From an optimization exercise on the open Yosys and OpenROAD flow, aimed at small area and a short achievable clock period; shortcuts taken in it are not production practice.
No functional check of the RTL was part of this run.

<file path="constraint.sdc">
create_clock -name core_clock -period 90.0 [get_ports {clk}]
set_input_delay 18.0000 -clock core_clock [delete_from_list [all_inputs] [get_ports {clk}]]
set_output_delay 18.0000 -clock core_clock [all_outputs]
set_load 0.01 [all_outputs]
</file>
<file path="run.sh">
#!/bin/bash
# synth_recipe.tcl (not shown) runs the flow's synth.tcl, then flattens the netlist and writes it again
# the make line also repeats each setting of config.mk as NAME=value (left out here)
make -C /OpenROAD-flow-scripts/flow DESIGN_CONFIG=/design/flow/config.mk WORK_HOME=/design/flow/orfs CLKGATE_MAP_FILE= SYNTH_SCRIPT=/design/flow/synth_recipe.tcl finish
</file>
<file path="design.v">
module SRGL(
    input wire clk,
    input wire reset,
    input wire mov,  
    input wire signed [31:0] mpu_valor,  
    input wire [7:0] letra_base,  
    input wire mpu_valid,            
    output reg ready,
    output reg [7:0] letra_final
);
localparam signed [31:0] TOLERANCIA_Z = 150;  
localparam signed [31:0] TOLERANCIA_J = 425;  
localparam signed [31:0] TOLERANCIA_H = 150;  
localparam signed [31:0] TOLERANCIA_V = 500;  
localparam signed [31:0] TOLERANCIA_T = 450;  
localparam signed [31:0] TOLERANCIA_K = 150;  
localparam signed [31:0] TOLERANCIA_G = 450;  
reg signed [31:0] mem_rom [29:0];
reg signed [31:0] mem_ram [29:0];
integer i;
reg [4:0] write_ptr;  
reg buffer_full;      
always @(posedge clk or posedge reset) begin
    if (reset) begin
        write_ptr <= 0;
        buffer_full <= 0;
    end else begin
        if (mpu_valid && !buffer_full) begin
            mem_ram[write_ptr] <= mpu_valor;
            if (write_ptr == 29) begin
                buffer_full <= 1;  
            end else begin
                write_ptr <= write_ptr + 1;
            end
        end
        if (!mov) begin 
            write_ptr <= 0;
            buffer_full <= 0;
        end
    end
end
reg signed [31:0] tolerancia_atual;
reg [7:0] letra_alvo_movimento;  
reg verificar_movimento;
always @(*) begin
        verificar_movimento = 0;
        tolerancia_atual = 0;
        letra_alvo_movimento = letra_base;
        for(i=0; i<30; i=i+1) mem_rom[i] = 0;
        case (letra_base)
            "D": begin  
                verificar_movimento = 1;
                letra_alvo_movimento = "Z";
                tolerancia_atual = TOLERANCIA_Z;
                mem_rom[0] = -865; mem_rom[1] = -854; mem_rom[2] = -685;
                mem_rom[3] = -813; mem_rom[4] = -809; mem_rom[5] = -784;
                mem_rom[6] = -836; mem_rom[7] = -781; mem_rom[8] = -598;
                mem_rom[9] = -341; mem_rom[10] = -313; mem_rom[11] = -347;
                mem_rom[12] = -270; mem_rom[13] = -225; mem_rom[14] = -209;
                mem_rom[15] = -283; mem_rom[16] = -472; mem_rom[17] = -886;
                mem_rom[18] = -1141; mem_rom[19] = -873; mem_rom[20] = -757;
                mem_rom[21] = -656; mem_rom[22] = -509; mem_rom[23] = -349;
                mem_rom[24] = -352; mem_rom[25] = -358; mem_rom[26] = -522;
                mem_rom[27] = -556; mem_rom[28] = -612; mem_rom[29] = -550;
            end
            "H": begin
                verificar_movimento = 1;
                letra_alvo_movimento = "K";
                tolerancia_atual = TOLERANCIA_K;
                mem_rom[0] = -674; mem_rom[1] = -601; mem_rom[2] = -628;
                mem_rom[3] = -549; mem_rom[4] = -586; mem_rom[5] = -576;
                mem_rom[6] = -615; mem_rom[7] = -594; mem_rom[8] = -637;
                mem_rom[9] = -592; mem_rom[10] = -685; mem_rom[11] = -577;
                mem_rom[12] = -470; mem_rom[13] = -329; mem_rom[14] = -176;
                mem_rom[15] = -332; mem_rom[16] = -116; mem_rom[17] = -313;
                mem_rom[18] = -470; mem_rom[19] = -513; mem_rom[20] = -469;
                mem_rom[21] = -567; mem_rom[22] = -563; mem_rom[23] = -540;
                mem_rom[24] = -502; mem_rom[25] = -448; mem_rom[26] = -470;
                mem_rom[27] = -381; mem_rom[28] = -353; mem_rom[29] = -380;
            end
            "F": begin
                verificar_movimento = 1;
                letra_alvo_movimento = "T";
                tolerancia_atual = TOLERANCIA_T;
                mem_rom[0] = -642; mem_rom[1] = -535; mem_rom[2] = -446;
                mem_rom[3] = -482; mem_rom[4] = -432; mem_rom[5] = -520;
                mem_rom[6] = -491; mem_rom[7] = -398; mem_rom[8] = -397;
                mem_rom[9] = -216; mem_rom[10] = -185; mem_rom[11] = -165;
                mem_rom[12] = -1; mem_rom[13] = 164; mem_rom[14] = 248;
                mem_rom[15] = 340; mem_rom[16] = 441; mem_rom[17] = 690;
                mem_rom[18] = 600; mem_rom[19] = 540; mem_rom[20] = 476;
                mem_rom[21] = 450; mem_rom[22] = 448; mem_rom[23] = 419;
                mem_rom[24] = 330; mem_rom[25] = 439; mem_rom[26] = 20;
                mem_rom[27] = -165; mem_rom[28] = -433; mem_rom[29] = -420;
            end
            "L": begin
                verificar_movimento = 1;
                letra_alvo_movimento = "G";
                tolerancia_atual = TOLERANCIA_G;
                mem_rom[0] = -503; mem_rom[1] = -376; mem_rom[2] = -276;
                mem_rom[3] = -275; mem_rom[4] = -311; mem_rom[5] = -617;
                mem_rom[6] = -2; mem_rom[7] = -482; mem_rom[8] = -28;
                mem_rom[9] = 199; mem_rom[10] = 489; mem_rom[11] = 540;
                mem_rom[12] = 682; mem_rom[13] = 743; mem_rom[14] = 846;
                mem_rom[15] = 787; mem_rom[16] = 808; mem_rom[17] = 627;
                mem_rom[18] = 491; mem_rom[19] = 397; mem_rom[20] = 253;
                mem_rom[21] = 206; mem_rom[22] = 32; mem_rom[23] = -64;
                mem_rom[24] = -234; mem_rom[25] = -178; mem_rom[26] = -192;
                mem_rom[27] = -361; mem_rom[28] = -354; mem_rom[29] = -381;
            end
        endcase
end
wire signed [31:0] sub, soma_indice, media;
reg signed [31:0] soma_buffer;
reg signed [31:0] soma_modelo;
reg signed [31:0] media_buffer;
reg signed [31:0] media_modelo;
reg signed [31:0] diff_norm;
reg signed [31:0] soma_erro_abs;
reg signed [31:0] erro_final;
always @(*) begin
    soma_buffer = 0;
    soma_modelo = 0;
    soma_erro_abs = 0;
    for (i = 0; i < 30; i = i + 1) begin
        soma_buffer = soma_buffer + mem_ram[i];
        soma_modelo = soma_modelo + mem_rom[i];
    end
    media_buffer = soma_buffer / 30;
    media_modelo = soma_modelo / 30;
    for (i = 0; i < 30; i = i + 1) begin
        diff_norm = (mem_ram[i] - media_buffer) - (mem_rom[i] - media_modelo);
        if (diff_norm < 0) 
            soma_erro_abs = soma_erro_abs - diff_norm;
        else
            soma_erro_abs = soma_erro_abs + diff_norm;
    end
    erro_final = soma_erro_abs / 30;
end
always @(posedge clk or posedge reset) begin
    if (reset) begin
        letra_final <= "?";
        ready <= 0;
    end else begin
        if (buffer_full) begin
            ready <= 1;  
            if (mov && verificar_movimento && (erro_final < tolerancia_atual)) begin
                letra_final <= letra_alvo_movimento;  
            end else begin
                letra_final <= letra_base;  
            end
        end else begin
            ready <= 0;  
            letra_final <= letra_base; 
        end
    end
end
endmodule
</file>
<file path="config.mk">
export PLATFORM = sky130hd
export DESIGN_NAME = SRGL
export DESIGN_NICKNAME = SRGL
export VERILOG_FILES = /design/flow/design.v
export SDC_FILE = /design/flow/constraint.sdc
export NUM_CORES = 4
export LEC_CHECK = 0
export CAP_MARGIN = 20
export CORE_MARGIN = 2
export CORE_UTILIZATION = 40
export SLEW_MARGIN = 20
</file>
==> metrics.cfg <==
[status]
outcome = finished clean

[sta]
fin_crit_ns = 85.85
fin_skew_ns = 0.05523
finalSetupViolCount = 0
worst_hold_slack_ns = 0.5458
tightest_slew_ns = 1.331
fin_crit_sh = 0.9538
timing.final.hold_violations = 0
fmax_mhz = 11.65
fin_setup_tns_ns = 0
drv_slew = 0
rsz0062_at_grt = false
maxSlewHeadroom = 0.1061

[final_layout]
drive_above_1_share = 0.05410
final_nets = 24960
post-route-util = 0.4375
postLayoutCellArea_um2 = 204500
final_common_cell = inv_1
n_fill_cell = 45563
areaGrowthSynthToFinish_pct = 8.862
layout_common_cells = 3689 x inv_1, 2229 x fa_1, 2041 x ha_1

[critical_path]
cp.required_ns = 90.77
cp_common_cell = a21oi_1
end_kind = flip-flop
r2r-start = mem_ram[18][1]$_DFFE_PP_
crit_arrival_ns = 86.62
worst-setup-path-type = input port to flip-flop
worst_setup_path_start_kind = input port
r2r_setup_slack_ns = 14.97
cp-startpoint = letra_base[0]
critPathSlowestCell = or4b_2
critPathMaxStageDelay_ns = 0.77
path_max_fanout = 28

[cts]
cts_buffers = 141
tritoncts = built
worstSkewPairLatency_ns = 0.84
clock-sinks = 975
clk_pin_slew_ns = 0.08
cts-htree-levels = 4
clk_path_buf_depth = 4
cts_root_buf = clkbuf_16
hold_buffers = 0

[place]
gp_congestion = 1.009
portBuffers = 52
placed_cell_area_um2 = 199600
dp_hpwl_um = 619200

[synth]
postSynthAreaPerCell_um2 = 9.302
netlist-cell-type-count = 146
syn_nets = 24507
ys.flop_type = edfxtp_1
ys_ff_latch = 975
synth-edff-count = 960
async_reset_ff_frac = 0.01538
ys_seq_area_frac = 0.1555
netlist_area_um2 = 187800
synth_cells = 20190
ys_warn_count = 3

[floorplanning]
rows = 251
num_io_pins = 53
die-area_um2 = 475000
die_x_um = 689.2
die_y_um = 689.2
initial_core_util = 0.4019
core-area_um2 = 467300

[routing]
vias_per_cell = 5.368
first_pass_iters = 6
drt_wl_total_um = 702700
drc_errors = 0
drtIter0Drc = 13221
ant_nets = 0
wl_per_cell_um = 26.07
vias = 144701

[hold_path]
hp-start = buffer_full$_DFFE_PP0P_
hp-class = flip-flop to flip-flop

[global_route]
grt_max_degree = 39
antenna_found_initial = 21
grt_pass1_wl_um = 1005000
grt_pass1_vias = 143634
grt_overflow_total = 0
track_usage = 0.2942

[job]
maxCapViolations = 0

## critical path, delay by kind of cell
kind | cells | cell delay (ns)
buffers and inverters | 31 | 4.47
xor gates and xnor gates | 33 | 8.10
AOI/OAI and AO/OA | 101 | 26.19
and+or+nand+nor | 36 | 9.99
muxes | 4 | 1.13
adders and majority gates | 45 | 18.52
## cells in the mapped netlist, drive strengths merged, types with 37 or more instances
cell,n,area (µm²)
inv,3697,13880
fa,2230,44640
xnor2,2089,18310
ha,2043,25560
a21oi,2023,10150
xor2,1035,9065
o21bai,975,7331
edfxtp,960,28830
o21ai,812,4071
nor2,780,2928
nand2,721,2709
nor3,319,1622
a21o,302,2267
or3,235,1485
clkbuf,149,559.3
nand3,129,650.6
nand2b,120,750.7
and2,119,744.5
nor2b,108,675.7
nor4,87,603.1
a31oi,86,544.3
or3b,76,665.6
or2,71,444.2
mux2i,61,639.4
o211ai,59,468.0
and3,58,367.8
a211oi,55,427.9
o21a,55,412.9
o31ai,51,392.9
buf,44,241.5
nand4,41,256.5
or4,38,289.0
nor3b,37,282.8
## registers in the layout (all words and copies together) (netlist names)
name / count
ready: 1
letra_final: 8
mem_ram: 960
write_ptr: 5
buffer_full: 1
## metrics by stage
| stage | worst slack (ns) | instances |
|---|---|---|
| final | 4.154 | 26955 |
| after global routing | 0.003709 | 26942 |
| after CTS | 3.075 | 26934 |
| after detailed placement | 2.438 | 26693 |
| after global placement | 3.288 | 26692 |
| after floorplan | 6.085 | 20190 |
## path summary, 6_finish.rpt
kind | to | depth (start not counted)
setup reg to reg | letra_final[1]$_DFF_PP1_ | 257
hold reg to reg | ready$_DFF_PP0_ | 0
min in group asynchronous | ready$_DFF_PP0_ | 2
max in group asynchronous | buffer_full$_DFFE_PP0P_ | 2
hold / removal | ready$_DFF_PP0_ | 0
setup / recovery | letra_final[1]$_DFF_PP1_ | 250
## layer usage
metal,vias to the layer above,share of wire,global-route usage,wire [µm]
met3,1017,0.069,0.04126,48380
met2,4824,0.45,0.4691,313600
met4,6,0.076,0.1811,53650
met1,70449,0.41,0.3780,287100
met5,-,0.000074,0,52
li1,68405,-,-,-
## what timing repair did
item | CTS | global route
setup endpoints to repair | 0 | 8
gates resized for setup | 0 | 46
buffers inserted | 0 | 3
## logic make-up (layout without fill, tap and decap cells)
group           after synthesis  after routing  synth area share
compound gates             4806           4806            0.1591
fa+ha+maj                  4280           4280            0.3742
buf+inv                    3892           4443           0.07819
xor+xnor                   3137           3137            0.1473
simple gates               3016           3016           0.08072
flops                       975            975            0.1555
mux                          84             84          0.004903
other cells                   0             16                 0
## cell type report
| type | count | area, µm² | share of cell area |
|---|---|---|---|
| clock buffers | 164 | 3700 | 0.01810 |
| multi-input cells | 15323 | 145200 | 0.7100 |
| diodes | 16 | 40.04 | 0.0001958 |
| clock inverters | 77 | 784.5 | 0.003837 |
| repair buffers | 503 | 3923 | 0.01919 |
| inverters | 3699 | 13880 | 0.06791 |
| flip-flops and latches | 975 | 29210 | 0.1429 |
| well taps | 6198 | 7755 | 0.03793 |

-- afterwards: timing with drivers on the ports --
The results above use ideal ports. As a check the final layout listed here was re-extracted and re-timed, cells and wires unchanged.
Step 1: set_driving_cell puts a clkbuf_16 on clk and a buf_2 on each other input, an assumption about the parent block.
Step 2 also shifts input and output timing later by t, the mid clock arrival at the registers, as if the neighbouring blocks saw the same clock.
Slacks: ideal / step 1 / step 2; pairs: ideal / step 1.
t, ns: 0.949
setup WS [ns]: 4.154 / 4.242 / 3.293
latest minus earliest clock arrival (ns): 0.100 / 0.100
After both steps setup and hold are still met in this run. For this run, drivers alone change the setup slack by +0.088 ns; drivers and shift together by -0.861 ns.
